What follows belongs to an exercise in optimizing a design on an open flow for small area; a production flow would make more cautious choices.
The RTL of this run was laid out without a check of its function.
Power is estimated from default activity; no workload was simulated.

==> design.v <==
`default_nettype none
module processor( input         clk, reset,
                  output [31:0] PC,
                  input  [31:0] instruction,
                  output        WE,
                  output [31:0] address_to_mem,
                  output [31:0] data_to_mem,
                  input  [31:0] data_from_mem
                );
	wire [31:0] I = instruction;
	wire [6:0]  op = I[6:0];
	wire [2:0]  f3 = I[14:12];
	wire isOP     = (op == 7'b0110011);
	wire isOPIMM  = (op == 7'b0010011);
	wire isLOAD   = (op == 7'b0000011);
	wire isSTORE  = (op == 7'b0100011);
	wire isBRANCH = (op == 7'b1100011);
	wire isJAL    = (op == 7'b1101111);
	wire isJALR   = (op == 7'b1100111);
	wire isLUI    = (op == 7'b0110111);
	wire isAUIPC  = (op == 7'b0010111);
	wire isQB     = (op == 7'b0001011);
	wire f7zero = (I[31:25] == 7'b0000000);
	wire f7sub  = (I[31:25] == 7'b0100000);
	wire f7ok   = f7zero | f7sub;
	wire opValid = (f3 == 3'b001) | (f3 == 3'b010) | (f3 == 3'b111) |
	               (((f3 == 3'b000) | (f3 == 3'b101)) & f7ok);
	wire opimmValid = (f3 != 3'b101) | f7ok;
	wire regWrite = (isOP & opValid) | (isOPIMM & opimmValid) | isLOAD | isJAL |
	                isJALR | isLUI | isAUIPC | isQB;
	wire isShift = (isOP | isOPIMM) & (f3[1:0] == 2'b01);      
	wire isSlt   = isOP & (f3 == 3'b010);
	wire isAnd   = isOP & (f3 == 3'b111);
	wire isLink  = isJAL | isJALR;
	wire useSum  = ~(isShift | isSlt | isAnd | isLink | isLOAD);
	wire [31:0] immI = {{20{I[31]}}, I[31:20]};
	wire [31:0] immS = {{20{I[31]}}, I[31:25], I[11:7]};
	wire [31:0] immB = {{19{I[31]}}, I[31], I[7], I[30:25], I[11:8], 1'b0};
	wire [31:0] immU = {I[31:12], 12'b0};
	wire [31:0] immJ = {{11{I[31]}}, I[31], I[19:12], I[20], I[30:21], 1'b0};
	wire [31:0] imm = isSTORE ? immS :
	                  isBRANCH ? immB :
	                  isJAL ? immJ :
	                  (isLUI | isAUIPC) ? immU : immI;
	reg p;
	always @(posedge clk) p <= ~p;
	wire [31:0] wd;
	wire [31:0] x = wd ^ {32{p}};
	reg  [31:0] rf [1:31];
	wire [31:1] we, sel1, sel2;
	rf_dec DEC_W (I[11:7],  regWrite, we);
	rf_dec DEC_1 (I[19:15], 1'b1,     sel1);
	rf_dec DEC_2 (I[24:20], 1'b1,     sel2);
	genvar r, b;
	generate
		for (r = 1; r < 32; r = r + 1) begin : g_rf
			wire wen_r = ~we[r];
			wire [31:0] d_r;
			for (b = 0; b < 32; b = b + 1) begin : g_bit
				rf_nxt NXT (rf[r][b], x[b], we[r], wen_r, d_r[b]);
			end
			always @(posedge clk) rf[r] <= d_r;
		end
	endgenerate
	wire pc1 = p & (I[19:15] != 5'd0);
	wire pc2 = p & (I[24:20] != 5'd0);
	wire [31:0] rdata1, rdata2;
	generate
		for (b = 0; b < 32; b = b + 1) begin : g_rd
			wire [31:1] col;
			for (r = 1; r < 32; r = r + 1) begin : g_col
				assign col[r] = rf[r][b];
			end
			rf_rmux RM1 (col, sel1, pc1, rdata1[b]);
			rf_rmux RM2 (col, sel2, pc2, rdata2[b]);
		end
	endgenerate
	reg  [31:0] PCr;
	wire selPC  = isBRANCH | isJAL | isAUIPC;
	wire selRS1 = ~(selPC | isLUI);
	wire useRs2 = isOP | isQB;
	wire sub    = isOP & (I[13] | I[30]);
	wire [31:0] A = selPC ? PCr : (selRS1 ? rdata1 : 32'b0);
	wire [31:0] B = useRs2 ? (rdata2 ^ {32{sub}}) : imm;
	wire [31:0] sum;
	add32 ADD (A, B, sub, isQB, sum);
	wire lt = (rdata1[31] ^ rdata2[31]) ? rdata1[31] : sum[31];
	wire eq = (rdata1 == rdata2);
	wire [4:0] shamt = isOPIMM ? I[24:20] : rdata2[4:0];
	wire left  = ~f3[2];
	wire fill  = I[30] & rdata1[31] & ~left;
	wire [31:0] shin;
	generate
		for (b = 0; b < 32; b = b + 1) begin : g_rev_in
			assign shin[b] = left ? rdata1[31-b] : rdata1[b];
		end
	endgenerate
	wire [31:0] sh0 = shamt[0] ? {fill, shin[31:1]} : shin;
	wire [31:0] sh1 = shamt[1] ? {{2{fill}}, sh0[31:2]} : sh0;
	wire [31:0] sh2 = shamt[2] ? {{4{fill}}, sh1[31:4]} : sh1;
	wire [31:0] sh3 = shamt[3] ? {{8{fill}}, sh2[31:8]} : sh2;
	wire [31:0] sh4 = shamt[4] ? {{16{fill}}, sh3[31:16]} : sh3;
	wire [31:0] shrev;
	generate
		for (b = 0; b < 32; b = b + 1) begin : g_rev_out
			assign shrev[b] = sh4[31-b];
		end
	endgenerate
	wire [31:0] pc4 = {PCr[31:2] + 30'd1, PCr[1:0]};
	wire shR = isShift & ~left;
	wire shL = isShift & left;
	assign wd = ({32{useSum}} & sum) |
	            ({32{shR}} & sh4) |
	            ({32{shL}} & shrev) |
	            ({32{isAnd}} & (rdata1 & rdata2)) |
	            {31'b0, isSlt & lt} |
	            ({32{isLink}} & pc4) |
	            ({32{isLOAD}} & data_from_mem);
	wire taken = isLink | (isBRANCH & (eq ^ (f3 == 3'b001)));
	always @(posedge clk) begin
		if (reset) PCr <= 32'b0;
		else PCr <= taken ? sum : pc4;
	end
	assign PC = PCr;
	assign WE = isSTORE;
	assign address_to_mem = sum;
	assign data_to_mem = rdata2;
endmodule
module rf_nxt(input s, x, we, wen, output d);
	assign d = ~((wen | x) & (we | s));
endmodule
module rf_dec(input [4:0] a, input en, output [31:1] y);
	genvar r;
	generate
		for (r = 1; r < 32; r = r + 1) begin : g
			assign y[r] = en & (a == r);
		end
	endgenerate
endmodule
module rf_rmux(input [31:1] d, input [31:1] sel, input pc, output y);
	assign y = (|(d & sel)) ^ pc;
endmodule
module add32(input [31:0] a, input [31:0] b, input cin, input kill, output [31:0] s);
	wire [31:0] p = a ^ b;
	wire [31:0] g = a & b;
	wire [31:0] gp, pp;
	genvar i;
	generate
		for (i = 0; i < 32; i = i + 1) begin : g_in
			if (i == 7 || i == 15 || i == 23) begin : cut
				assign gp[i] = g[i] & ~kill;
				assign pp[i] = p[i] & ~kill;
			end else if (i == 0) begin : c0
				assign gp[i] = g[i] | (p[i] & cin);
				assign pp[i] = p[i];
			end else begin : n
				assign gp[i] = g[i];
				assign pp[i] = p[i];
			end
		end
	endgenerate
	reg [31:0] G, P;
	integer k, lvl, step;
	always @(*) begin
		G = gp; P = pp;
		for (lvl = 0; lvl < 5; lvl = lvl + 1) begin
			step = 1 << lvl;
			for (k = 0; k < 32; k = k + 1)
				if ((k % (2*step)) == (2*step - 1)) begin
					G[k] = G[k] | (P[k] & G[k-step]);
					P[k] = P[k] & P[k-step];
				end
		end
		for (lvl = 3; lvl >= 0; lvl = lvl - 1) begin
			step = 1 << lvl;
			for (k = 0; k < 32; k = k + 1)
				if ((k % (2*step)) == (step - 1) && k >= 2*step) begin
					G[k] = G[k] | (P[k] & G[k-step]);
					P[k] = P[k] & P[k-step];
				end
		end
	end
	assign s = p ^ {G[30:0], cin};
endmodule
`default_nettype wire
==> run.sh <==
#!/bin/bash
# synth_recipe.tcl (not shown) runs the flow's synth.tcl, then flattens the netlist and writes it again
# the make line also repeats each setting of config.mk as NAME=value (left out here)
make -C /OpenROAD-flow-scripts/flow DESIGN_CONFIG=/design/flow/config.mk WORK_HOME=/design/flow/orfs CLKGATE_MAP_FILE= SYNTH_SCRIPT=/design/flow/synth_recipe.tcl finish
==> config.mk <==
export PLATFORM = sky130hd
export DESIGN_NAME = processor
export DESIGN_NICKNAME = processor
export VERILOG_FILES = /design/flow/design.v
export SDC_FILE = /design/flow/constraint.sdc
export NUM_CORES = 8
export LEC_CHECK = 0
export CAP_MARGIN = 20
export CORE_MARGIN = 2
export CORE_UTILIZATION = 40
export PLACE_DENSITY = 0.6
export SETUP_SLACK_MARGIN = 0.5
export SLEW_MARGIN = 20
export SYNTH_HIERARCHICAL = 1
==> constraint.sdc <==
create_clock -name core_clock -period 10.0 [get_ports {clk}]
set_input_delay 2.0000 -clock core_clock [delete_from_list [all_inputs] [get_ports {clk}]]
set_output_delay 2.0000 -clock core_clock [all_outputs]
set_load 0.01 [all_outputs]
==> metrics.cfg <==
[floorplanning]
die-area_mm2=0.1223
pin_count=163
die_x_um=349.7
core_region_area_mm2=0.1182
rows=126
die_y_um=349.7
start_util_pct=40.42

[global_route]
grt_max_degree=68
antenna_found_initial=4
track_usage_pct=41.19
grt_pass1_wl_um=367400
grt_overflow=0
grt_pass1_vias=49130

[synth]
yosys.area.top_type=dfxtp_1
synth_edf_count=0
netlist_instances=4715
ys_seq_area_share_pct=42.93
avgSynthCellArea_um2=10.14
netlist_area_mm2=0.04779
synthTopCellsByArea=dfxtp_1 (43%), o22ai_1 (13%), a22oi_1 (8.3%), a221oi_2 (6.1%), a22o_1 (4.4%)
yosysWarnings=10
synth_cell_types=94
synth_flop_cell=dfxtp_1
synth_seq_cells=1025
yosysTopAreaCellShare_pct=42.93
synthArstFlopShare_pct=0

[layout]
fin_nets=5691
drive_gt1_share_pct=24.20
layout_commonest_cell=dfxtp_1
design_area_mm2=0.06247
regArea_mm2=0.02052
multi_input_area_mm2=0.02812
mostFrequentLayoutCells=dfxtp_1 (1024), o22ai_1 (1002), a22oi_1 (529), buf_4 (526), a22o_1 (241)
fill_cells=10650
area_growth_pct=30.71

[worst_setup_path]
slowest_delay_ns=0.46
slowest_stage=clkdlybuf4s50_1
worstSetupPathType=in -> out
worstPathRequired_ns=8.00
critPathMaxFanout=32
cp-end-kind=primary output
arrival_ns=7.44
critPathLaunchType=input port
cpMostUsedCell=buf_4

[detailed_routing]
postRouteAntennaNets=0
wl_per_cell_um=36.46
dr.pass1.iters=10
drtIter0Drc=8586
viasPerCell=7.348
drc=0
totalWireLength_um=261700
vias=52750

[clock_tree]
clk_pin_slew_ns=0.06
cts_buffers=109
clock_latency_ns=0.80
cts_tree=built
cts.sinks=1025
ctsHoldBuffers=0
cts-root-buf=clkbuf_16
cts.htree.levels=3
cts.path.max_buffers=3

[pwr]
seqPwrFrac_pct=40.5
switchingPower_mw=3.891
p_leak_nw=22.72
p_sw_share_pct=32.54
pwr-share-comb_pct=21.7
total_power_mw=11.96
power.internal_mw=8.067
clkPwrFrac_pct=37.8
p_per_area_mw_per_mm2=191.4
ir_drop_uv=158.5

[timing]
setup_viol=0
rsz0062_at_grt=false
finalWorstSetupSlack_ns=0.5623
tightest_slew_ns=1.207
clock_skew_ns=0.07915
min_period_over_period_pct=94.38
tns_ns=0
fmax_mhz=106.0
maxSlewHeadroom_pct=19.16
period_needed_ns=9.438
drv_slew=0
whs_ns=0.4721
hold_viol=0

[placed_design]
place_hpwl_um=170300
pre_cts_ws_ns=-0.2198
placed_area_mm2=0.05745
portBuffers=162
place_congestion=1.055

[job]
maxCapViolCount=0

[status]
status=no timing/DRC/antenna violations

[hold_path]
hold_path_class=reg -> reg

[cells in the mapped netlist (9+ instances only)]
library cell,n
mux2i_1,39
buf_2,34
inv_1,62
and3_1,9
a221o_1,9
fa_1,17
xor2_1,56
o21ai_1,10
a22o_1,241
a22oi_1,529
dfxtp_1,1025
nand4bb_1,9
a221oi_2,193
a21o_1,14
mux4_2,16
nor3_2,64
xnor2_1,118
o21ai_0,83
nand2_1,101
o22ai_1,1004
clkbuf_1,65
mux2_2,20
a21oi_1,89
a31oi_1,23
nor4_1,18
a211oi_1,55
a221oi_1,28
and2_1,9
nand3_1,54
a222oi_1,65
o211ai_1,15
nor2_1,191
nand4b_1,9
ha_1,61
nor3_1,32
nand4_1,207
[what timing repair did]
action                                  in CTS  in global routing
gates resized for setup                     98                 65
pin swaps                                   43                 30
endpoints found under the setup margin      27                 27
setup buffers                               26                 10
cloned                                      12                  0
[Yosys stat by module (local to each module, per instance)]
module | times used | cells | area (um2) | flops+latches
processor | 1 | 2163 | 28160 | 1025
add32 | 1 | 142 | 1285 | 0
rf_dec | 3 | 46 | 230.2 | 0
rf_rmux | 64 | 20 | 178.9 | 0
rf_nxt | 992 | 1 | 6.256 | 0
[layout make-up]
type                    count  area share, %
multi-input cells        3546          45.01
flip-flops and latches   1025          32.85
repair buffers            801          12.24
clock buffers             149          5.007
well taps                1536          3.076
clock inverters            55          1.424
inverters                  64         0.3845
diodes                      3        0.01202
[logic make-up after synthesis]
family,count (synthesis),share of synthesized area (%)
buffers and inverters,171,1.432
adder cells (fa/ha/maj),79,2.330
AND/OR/NAND/NOR,756,9.029
XOR/XNOR,174,3.189
other,1,0.007846
AO/OA/AOI/OAI,2433,38.99
multiplexers,76,2.089
flip-flops,1025,42.93
[per-layer routing]
layer	share of wire (%)	routed length (um)	global-route usage, %	vias to the layer above
li1	-	-	-	21910
met1	37	96520	52.61	25670
met2	40	103500	57.20	4280
met3	15	40460	16.17	890
met4	8.1	21230	26.94	4
met5	0.0084	22	0	-
[per-stage QoR]
stage | instances | utilization (%)
after floorplan | 4730 | -
after global placement | 6924 | 48.59
after detailed placement | 6924 | 48.59
after CTS | 7166 | 52.62
after global routing | 7176 | 52.83
final | 7179 | 52.83
[final timing paths]
kind | start | endpoint | slack, ns | cells after the start
hold reg to reg | rf[19][8] | rf[19][8] | 0.47 | 1
hold / removal | rf[19][8] | rf[19][8] | 0.47 | 1
setup reg to reg | rf[9][7] | rf[16][23] | 3.26 | 28
setup / recovery | instruction[16] | address_to_mem[27] | 0.56 | 25
[power groups by stage]
| stage | Clock (mW) | Sequential, mW | Combinational (mW) |
|---|---|---|---|
| after floorplan | 0 | 4.84 | 1.03 |
| after global placement | 0 | 4.90 | 2.40 |
| after detailed placement | 0 | 4.91 | 2.42 |
| after CTS | 4.52 | 4.83 | 2.44 |
| after global routing | 4.69 | 4.89 | 2.63 |
| final | 4.52 | 4.84 | 2.59 |
[registers in the layout (all words and copies together), names as in the netlist]
| register | flops |
|---|---|
| rf | 992 |
| PCr | 32 |
| p | 1 |
[worst max-delay path: cells and delay by family]
kind                       cells  cell delay, ns
AOI/OAI and AO/OA              8            1.53
and+or+nand+nor                4            0.95
buffers and inverters          9            1.91
xor gates and xnor gates       2            0.31
adders and majority gates      2            0.69

==> afterwards: timing with drivers on the ports <==
Ports are ideal in the flow. The routed layout listed here was re-timed in OpenROAD. Step 1 (the two cells are an assumption about what drives the block):
set clk [get_ports {clk}]
set_driving_cell -lib_cell sky130_fd_sc_hd__clkbuf_16 $clk
set_driving_cell -lib_cell sky130_fd_sc_hd__buf_2 [delete_from_list [all_inputs] $clk]
Step 2 adds t to the input delays and takes it off the output delays; t is the mean of the earliest and latest rising clock arrival at the registers after step 1. Input paths then give back, and output paths get back, about the clock's delay inside the block. Three values: no drivers, after step 1, after step 2; two values: the first two.
t (ns): 0.837
setup WS [ns]: 0.562 / 0.528 / 0.376
worst data-port slew with drivers (ns): 0.16
After both steps this run still meets setup and hold. The setup slack of this run moves by -0.034 ns with the drivers and by -0.186 ns with both steps.
